This design comes from an exercise in tuning for small area on the open sky130 flow, not from production work.
The RTL was checked by simulation tests, not by an equivalence proof against the original design.
Power figures rest on the tool's default switching activity, not on a simulated workload.

tundra:
==> flow/design.v <==
module hex_to_7seg (
    input  wire [3:0] hex_in,
    output wire [6:0] seg_out   
);
    localparam [15:0] T_A = 16'b0111000011111100;
    localparam [15:0] T_B = 16'b0101010111011111;
    localparam [15:0] T_C = 16'b0111011111101111;
    localparam [15:0] T_D = 16'b0111000011110000;
    localparam [15:0] T_E = 16'b0010010111010000;
    localparam [15:0] T_F = 16'b0110011011101010;
    localparam [15:0] T_G = 16'b1111000001110010;
    assign seg_out = {T_G[hex_in], T_F[hex_in], T_E[hex_in], T_D[hex_in],
                      T_C[hex_in], T_B[hex_in], T_A[hex_in]};
endmodule
module keypad_scanner (
    input  wire       clk,
    input  wire       reset,
    input  wire [3:0] rows,
    output wire [3:0] cols,
    output wire [3:0] key_pos,     
    output wire       key_apply    
);
    localparam [5:0] SCAN_END = 6'b000111;
    reg [5:0] scan_timer;
    reg [1:0] scan_index;
    wire scan_tick = (scan_timer == SCAN_END);
    always @(posedge clk or posedge reset) begin
        if (reset) begin
            scan_timer <= 6'd0;
            scan_index <= 2'd0;
        end else begin
            scan_timer <= scan_tick ? 6'd0 : {~scan_timer[4:0], ~(scan_timer[5] ^ scan_timer[4])};
            if (scan_tick)
                scan_index <= {scan_index[0], ~scan_index[1]};
        end
    end
    assign cols = {~(scan_index == 2'b10), ~(scan_index == 2'b11),
                   ~(scan_index == 2'b01), ~(scan_index == 2'b00)};
    reg [3:0] row_sync1, row_sync2;
    always @(posedge clk) begin
        row_sync1 <= rows;
        row_sync2 <= row_sync1;
    end
    reg row_changed;
    always @(posedge clk)
        row_changed <= reset ? (row_sync1 != 4'b1111) : (row_sync1 != row_sync2);
    reg [2:0] debounce_counter;
    reg       deb_valid;
    reg [1:0] deb_row;
    wire       one_low = (row_sync2 == 4'b1110) | (row_sync2 == 4'b1101) |
                         (row_sync2 == 4'b1011) | (row_sync2 == 4'b0111);
    wire [1:0] low_row = {~row_sync2[2] | ~row_sync2[3], ~row_sync2[1] | ~row_sync2[3]};
    localparam [2:0] DEB_DONE = 3'b110;
    wire deb_update = !row_changed && debounce_counter == DEB_DONE;
    always @(posedge clk or posedge reset) begin
        if (reset) begin
            debounce_counter <= 3'b000;
            deb_valid <= 1'b0;
        end else if (row_changed) begin
            debounce_counter <= 3'b000;
        end else begin
            case (debounce_counter)
                3'b000: debounce_counter <= 3'b001;
                3'b001: debounce_counter <= 3'b011;
                3'b011: debounce_counter <= 3'b111;
                default: debounce_counter <= DEB_DONE;
            endcase
            if (debounce_counter == DEB_DONE)
                deb_valid <= one_low;
        end
    end
    always @(posedge clk)
        if (deb_update)
            deb_row <= low_row;
    wire key_found = deb_valid & ~(scan_index == 2'b11 & deb_row == 2'd3);
    localparam [2:0] K_IDLE = 3'b000, K_DET = 3'b001, K_W1 = 3'b011, K_W2 = 3'b111,
                     K_W3 = 3'b110, K_W4 = 3'b101, K_W = 3'b010;
    reg [2:0] state;
    reg [3:0] detected_key;
    reg [11:0] release_timer;
    localparam [11:0] RELEASE_END = 12'b001110010011;   
    wire waiting = (state != K_IDLE) & (state != K_DET);
    always @(posedge clk or posedge reset) begin
        if (reset) begin
            state <= K_IDLE;
        end else begin
            case (state)
                K_IDLE: if (key_found) state <= K_DET;
                K_DET:  state <= K_W1;
                K_W1:   state <= K_W2;
                K_W2:   state <= K_W3;
                K_W3:   state <= K_W4;
                K_W4:   state <= K_W;
                K_W:    if (!key_found && release_timer == RELEASE_END) state <= K_IDLE;
                default: state <= K_IDLE;
            endcase
        end
    end
    always @(posedge clk) begin
        if (state == K_IDLE)
            detected_key <= {scan_index, deb_row};
        release_timer <= (waiting && !key_found) ?
            {~release_timer[10:0], ~(release_timer[11] ^ release_timer[0])} : 12'd0;
    end
    assign key_pos = detected_key;
    assign key_apply = (state == K_W4);
endmodule
module password_fsm (
    input  wire        clk,
    input  wire        reset,
    input  wire [3:0]  key_pos,
    input  wire        key_apply,
    output reg  [1:0]  state,
    output reg  [11:0] digits
);
    localparam S_IDLE     = 2'b00;
    localparam S_ENTERING = 2'b01;
    localparam S_SUCCESS  = 2'b10;
    localparam S_FAIL     = 2'b11;
    localparam [3:0] P_EMPTY = 4'b1111;   
    localparam [3:0] P_1 = 4'b0000, P_2 = 4'b0100, P_3 = 4'b1100, P_4 = 4'b0001;
    localparam [3:0] P_C = 4'b1010, P_E = 4'b0011;
    localparam [16:0] TIMER_END = {5'b11011, 12'b101011011011};
    wire is_digit = (key_pos[3:2] != 2'b10) & ~(key_pos[1:0] == 2'd3 & key_pos[3:2] != 2'b01);
    wire is_clear = (key_pos == P_C);
    wire is_enter = (key_pos == P_E);
    wire full = (digits[11:8] != P_EMPTY);
    wire pass = (digits == {P_1, P_2, P_3}) & (key_pos == P_4);
    reg [4:0] timer;
    wire in_result = state[1];
    wire timer_done = ({timer, digits} == TIMER_END);
    always @(posedge clk or posedge reset) begin
        if (reset) begin
            state <= S_IDLE;
        end else begin
            case (state)
                S_IDLE:
                    if (key_apply && is_digit) state <= S_ENTERING;
                S_ENTERING:
                    if (key_apply) begin
                        if (is_clear) state <= S_IDLE;
                        else if (is_enter) state <= S_FAIL;
                        else if (is_digit && full) state <= pass ? S_SUCCESS : S_FAIL;
                    end
                default:
                    if (timer_done) state <= S_IDLE;
            endcase
        end
    end
    wire load = key_apply & ((state == S_IDLE & is_digit) |
                             (state == S_ENTERING & (is_enter | (is_digit & full))));
    wire shift = in_result | (key_apply & state == S_ENTERING & is_digit);
    wire from_timer = in_result | (state[0] & (full | is_enter));
    always @(posedge clk) begin
        timer <= in_result ? {~digits[11:8], ~(timer[4] ^ digits[3])} : 5'd0;
        if (load | shift) begin
            digits[11:4] <= load ? {P_EMPTY, P_EMPTY} : digits[7:0];
            digits[3:0] <= from_timer ? timer[3:0] : key_pos;
        end
    end
endmodule
module seven_seg_driver (
    input  wire        clk,
    input  wire        reset,
    input  wire [1:0]  state,
    input  wire [11:0] digits,
    output wire [6:0]  seg_out,
    output wire [3:0]  digit_sel
);
    localparam [5:0] PRE_START = 6'b000110;
    localparam [5:0] PRE_END   = 6'b110001;
    reg [5:0] prescaler;
    reg [1:0] idx;
    reg       started;
    wire pre_end = (prescaler == PRE_END);
    always @(posedge clk or posedge reset) begin
        if (reset) begin
            prescaler <= PRE_START;
            idx <= 2'd0;
            started <= 1'b0;
        end else begin
            prescaler <= {prescaler[4:0], prescaler[5] ^ prescaler[4] ^ (prescaler[4:0] == 5'd0)};
            if (pre_end) begin
                started <= 1'b1;
                if (started) idx <= {idx[0], ~idx[1]};
            end
        end
    end
    wire show_digit = (state == 2'b01) & (idx != 2'b00);
    wire [3:0] nib = idx[1] ? (idx[0] ? digits[7:4] : digits[3:0]) : digits[11:8];
    wire [6:0] digit_seg;
    hex_to_7seg decoder_inst (.hex_in(nib), .seg_out(digit_seg));
    reg [6:0] char_seg;
    always @(*) begin
        case ({state, idx})
            4'b10_00: char_seg = 7'b1110011;   
            4'b10_01: char_seg = 7'b1110111;   
            4'b10_11: char_seg = 7'b1101101;   
            4'b10_10: char_seg = 7'b1101101;   
            4'b11_00: char_seg = 7'b1110001;   
            4'b11_01: char_seg = 7'b1110111;   
            4'b11_11: char_seg = 7'b0000110;   
            4'b11_10: char_seg = 7'b0111000;   
            default:  char_seg = 7'b1000000;   
        endcase
    end
    wire [6:0] seg = show_digit ? digit_seg : char_seg;
    assign seg_out = {seg[6] & ~(!started && prescaler[2]), seg[5:0]};
    assign digit_sel = {~(idx == 2'b00) | (!started && prescaler[1]),
                        ~(idx == 2'b01), ~(idx == 2'b11), ~(idx == 2'b10)};
endmodule
module keypad_password_system (
    input  wire       clk,
    input  wire       reset_n,
    input  wire [3:0] keypad_rows,
    output wire [3:0] keypad_cols,
    output wire [6:0] seg_out,
    output wire [3:0] digit_sel
);
    wire reset = ~reset_n;
    wire       key_apply;    
    wire [3:0] key_pos;      
    wire [1:0] fsm_state;
    wire [11:0] fsm_digits;
    keypad_scanner u_keypad (
        .clk(clk),
        .reset(reset),
        .rows(keypad_rows),
        .cols(keypad_cols),
        .key_pos(key_pos),
        .key_apply(key_apply)
    );
    password_fsm u_fsm (
        .clk(clk),
        .reset(reset),
        .key_pos(key_pos),
        .key_apply(key_apply),
        .state(fsm_state),
        .digits(fsm_digits)
    );
    seven_seg_driver u_display (
        .clk(clk),
        .reset(reset),
        .state(fsm_state),
        .digits(fsm_digits),
        .seg_out(seg_out),
        .digit_sel(digit_sel)
    );
endmodule
clock: 10.0 ns
lec_check: 0
cap_margin: 20
core_margin: 2
core_utilization: 70
slew_margin: 20
standard.sh (not shown) runs the stock make flow with config.mk's settings and CLKGATE_MAP_FILE= SYNTH_SCRIPT=/design/flow/synth_recipe.tcl, a recipe that flattens the netlist after the stock synthesis.
==> flow/flow/run.sh <==
#!/bin/bash
# Layout flow: the standard ORFS flow (standard.sh, unchanged synthesis),
# with two settings changed:
#  - clock tree synthesis without dummy load cells,
#  - the smallest buffer (buf_1) for the input and output port buffers.
# The whole make output goes to flow_standard.log in the work folder.
set -euo pipefail
export CTS_ARGS="-sink_clustering_enable -repair_clock_nets -dont_use_dummy_load -buf_list sky130_fd_sc_hd__clkbuf_4"
export BUFFER_PORTS_ARGS="-buffer_cell sky130_fd_sc_hd__buf_1"
bash standard.sh > flow_standard.log 2>&1
tundra: done, clean on timing, DRC and antenna
Input changes introduced in nickel (baseline for comparison: tundra):
Settings: swapping 70 for 55 in CORE_UTILIZATION.
-- flow/flow/run.sh --
<<< tundra, line 7
set -euo pipefail
export CTS_ARGS="-sink_clustering_enable -repair_clock_nets -dont_use_dummy_load -buf_list sky130_fd_sc_hd__clkbuf_4"
export BUFFER_PORTS_ARGS="-buffer_cell sky130_fd_sc_hd__buf_1"
>>> nickel, line 7
set -euo pipefail
export CTS_ARGS="-sink_clustering_enable -repair_clock_nets -dont_use_dummy_load -buf_list sky130_fd_sc_hd__clkbuf_8 -sink_clustering_levels 1 -sink_clustering_size 40 -sink_clustering_max_diameter 300"
export BUFFER_PORTS_ARGS="-buffer_cell sky130_fd_sc_hd__buf_1"
- Mux contribution to synthesized area: tundra vs nickel, no meaningful difference
- Going from tundra to nickel, the part of the power in registers was found to have gone down by 6.1 points.
- Between nickel and tundra, it is nickel whose combinational power share is lower, by 0.2 points.
- Post-synthesis share of cell area spent on full adders, half adders and majority gates: nickel vs tundra identical
- In nickel the slew at the pin with the worst max-slew slack turned out 0.013 ns higher than in tundra.
- tundra → nickel: hold slack dropped 0.0048 ns, sequential share of layout area dropped 1.4 points.
- Taking tundra as the reference, in nickel share of the cycle needed by the critical path after routing went down, worst voltage drop across the vdd grid rose by 8.0%, final critical-path setup slack now larger.
What amber does differently from nickel at the input level:
-- flow/flow/run.sh --
<<< nickel, line 7
set -euo pipefail
export CTS_ARGS="-sink_clustering_enable -repair_clock_nets -dont_use_dummy_load -buf_list sky130_fd_sc_hd__clkbuf_8 -sink_clustering_levels 1 -sink_clustering_size 40 -sink_clustering_max_diameter 300"
export BUFFER_PORTS_ARGS="-buffer_cell sky130_fd_sc_hd__buf_1"
>>> amber, line 7
set -euo pipefail
export CTS_ARGS="-sink_clustering_enable -repair_clock_nets -dont_use_dummy_load -buf_list sky130_fd_sc_hd__clkbuf_4"
export BUFFER_PORTS_ARGS="-buffer_cell sky130_fd_sc_hd__buf_1"
Notes after the runs:
Of amber and nickel, it is amber that has the higher wire length on met3.
amber against nickel: hold slack decreased 0.012 ns; area added between synthesis and finish decreased 1.9 points.
Comparing amber against nickel, there is no change at all in non-filler instance count after layout.

## port drivers added, routing unchanged
Ports are ideal in the flow. The routed layouts listed here were re-timed in OpenROAD.
Step 1 (the two cells are an assumption about what drives the block):
set clk [get_ports {clk}]
set_driving_cell -lib_cell sky130_fd_sc_hd__clkbuf_16 $clk
set_driving_cell -lib_cell sky130_fd_sc_hd__buf_2 [delete_from_list [all_inputs] $clk]
Step 2, shift: input delay + t, output delay - t, t = (earliest + latest rising clock arrival at the registers) / 2. This alone moves slack from input paths to output paths.
a / b / c = ideal / step 1 / step 2; a / b = the first two.
run | t, ns | setup slack, ns | cell pins on the clock port's net
tundra | 0.435 | 5.277 / 5.252 / 5.687 | 1
nickel | 0.356 | 5.459 / 5.432 / 5.789 | 1
amber | 0.419 | 5.386 / 5.362 / 5.781 | 1
After both steps setup and hold are still met in every run listed.
